This is an optimization exercise on Yosys and OpenROAD, whose aim is small area, not a production implementation.
Function was checked by simulation only, so behaviour that the tests miss may differ from the original.
Power is estimated from default activity; no workload was simulated.

== run A ==
// MIPS_ALU_top
module MIPS_ALU_top (
    input             clk,
    input      [31:0] dataA,
    input      [31:0] dataB,
    input      [3:0]  control,
    input      [4:0]  shmt,
    output reg [31:0] dataC,
    output reg        carry,
    output reg        zero,
    output reg        negative
);
wire [32:0] r_w;
wire        negative_w;
reg  [32:0] r_q;
reg         negative_q;
ALU alu_unit (
    .dataA(dataA),
    .dataB(dataB),
    .control(control),
    .shmt(shmt),
    .R(r_w),
    .negative(negative_w)
);
always @(posedge clk) begin
    r_q        <= r_w;
    negative_q <= negative_w;
    dataC      <= r_q[31:0];
    carry      <= r_q[32];
    zero       <= (r_q == 33'd0);
    negative   <= negative_q;
end
endmodule
For scale: roughly 1700 cells after synthesis, ~69 flip-flops, about 110 I/O pins, ~16000 µm² of cells after synthesis.
export LEC_CHECK = 0
export ABC_AREA = 1
export CAP_MARGIN = 20
export CORE_MARGIN = 2
export CORE_UTILIZATION = 33
export CTS_BUF_LIST = sky130_fd_sc_hd__clkbuf_4 sky130_fd_sc_hd__clkbuf_8
export GPL_TIMING_DRIVEN = 0
export SETUP_SLACK_MARGIN = 0.2
export SLEW_MARGIN = 20
create_clock -name core_clock -period 11.0 [get_ports {clk}]
standard.sh (not shown) runs the stock make flow with config.mk's settings and CLKGATE_MAP_FILE= SYNTH_SCRIPT=/design/flow/synth_recipe.tcl, a recipe that flattens the netlist after the stock synthesis.
==> flow/flow/run.sh <==
#!/bin/bash
set -uo pipefail
W=$(pwd)
{ cat <<'EOT'
# synth_recipe.tcl with ABC's -script argument pointed at flow/abc.script
proc abc {args} {
  set i [lsearch -exact $args -script]
  if {$i >= 0} { lset args [expr {$i + 1}] @ABC@ }
  yosys abc {*}$args
}
EOT
cat synth_recipe.tcl; } | sed "s#@ABC@#$W/flow/abc.script#" > synth_abc.tcl
bash standard.sh SYNTH_SCRIPT=$W/synth_abc.tcl synth > synth.log 2>&1 || exit 1
bash standard.sh > layout.log 2>&1
==> flow/flow/abc.script <==
strash
&get -n
&st
&dch
&nf -R 1000
&put
topo
stime -c
buffer -c
upsize -c
dnsize -c
Run A finished every step from synthesis to the final layout, and the layout passed the timing, design-rule and antenna checks.
Relative to run A, the following input files were edited for run B:
--- a/flow/config.mk
+++ b/flow/config.mk
@@ -8,6 +8,8 @@
 export ABC_AREA = 1
 export CAP_MARGIN = 20
+export CELL_PAD_IN_SITES_DETAIL_PLACEMENT = 1
+export CELL_PAD_IN_SITES_GLOBAL_PLACEMENT = 1
 export CORE_MARGIN = 2
-export CORE_UTILIZATION = 33
+export CORE_UTILIZATION = 40
 export CTS_BUF_LIST = sky130_fd_sc_hd__clkbuf_4 sky130_fd_sc_hd__clkbuf_8
 export GPL_TIMING_DRIVEN = 0
## What came out
- Diff run A -> run B | starting density of the core | increase of 6.9 points
- [run B] required time at the worst-slack endpoint rose 0.02 ns relative to run A
- Compared run A against run B; share of layout cells above drive strength 1 within noise.
- Changes observed in run B relative to run A: actual transition at the worst max-transition pin went up 0.11 ns; time the worst path needs with I/O delays and setup up 0.088 ns.
> inputs changed (run B -> run C)
==> flow/run.sh (new file) <==
#!/bin/bash
# synth_recipe.tcl (not shown) runs the flow's synth.tcl, then flattens the netlist and writes it again
# the make line also repeats each setting of config.mk as NAME=value (left out here)
make -C /OpenROAD-flow-scripts/flow DESIGN_CONFIG=/design/flow/config.mk WORK_HOME=/design/flow/orfs CLKGATE_MAP_FILE= SYNTH_SCRIPT=/design/flow/synth_recipe.tcl finish
--- a/flow/config.mk
+++ b/flow/config.mk
@@ -8,6 +8,4 @@
 export ABC_AREA = 1
 export CAP_MARGIN = 20
-export CELL_PAD_IN_SITES_DETAIL_PLACEMENT = 1
-export CELL_PAD_IN_SITES_GLOBAL_PLACEMENT = 1
 export CORE_MARGIN = 2
 export CORE_UTILIZATION = 40
removed: flow/flow/run.sh
removed: flow/flow/abc.script
removed: flow/standard.sh
==> comparison <==
Run C: flow completed, timing, DRC and antenna clean. Diff run B..run C | critical path depth | unchanged. Per the comparison of run C with run B, logic gate share of total power has decreased, overall power after layout saw a decrease, share of cell area taken by multi-input logic gates closely matched the old numbers, post-synthesis instance area picked up an extra 11%. [compare] base=run B new=run C: fmax decreased by 0.67% relative to the old numbers, total number of multi-input combinational cells has increased, clock-buffer cell count grew by 4. Fraction of power consumed by the clock network down 0.8 points in run C wrt run B. Clock slew seen by the registers of the worst setup and hold paths: run C vs run B — no meaningful difference. The most common cell after layout, fill and taps aside comes out sky130_fd_sc_hd__a222oi_1 in one run and sky130_fd_sc_hd__nand2_1 in the other, namely in run B and run C respectively. Run C: sequential share of layout area is 0.35 points lower than what run B reported.

separate check: timing with driven ports:
Ports are ideal in the flow. The routed layouts listed here were re-timed in OpenROAD.
Step 1 (the two cells are an assumption about what drives the block):
set clk [get_ports {clk}]
set_driving_cell -lib_cell sky130_fd_sc_hd__clkbuf_16 $clk
set_driving_cell -lib_cell sky130_fd_sc_hd__buf_2 [delete_from_list [all_inputs] $clk]
Step 2, shift: input delay + t, output delay - t, t = (earliest + latest rising clock arrival at the registers) / 2. This alone moves slack from input paths to output paths.
Slacks: ideal ports / drivers / drivers and shift; pairs: ideal ports / drivers.
run	shift t [ns]	slack for setup (ns)	hold WS [ns]	slew at the worst register clock pin (ns)	worst slew at a driven data input, ns
run A	0.359	0.459 / 0.461 / 0.102	0.334 / 0.334 / 0.334	0.07 / 0.07	0.05
run B	0.403	0.372 / 0.390 / -0.014	0.334 / 0.334 / 0.334	0.09 / 0.09	0.04
run C	0.359	0.300 / 0.304 / -0.056	0.330 / 0.330 / 0.330	0.07 / 0.07	0.05
Met with ideal ports but missed after step 2: setup timing in run B and run C. For run B, which loses most, drivers alone change the setup slack by +0.018 ns; drivers and shift together by -0.386 ns.
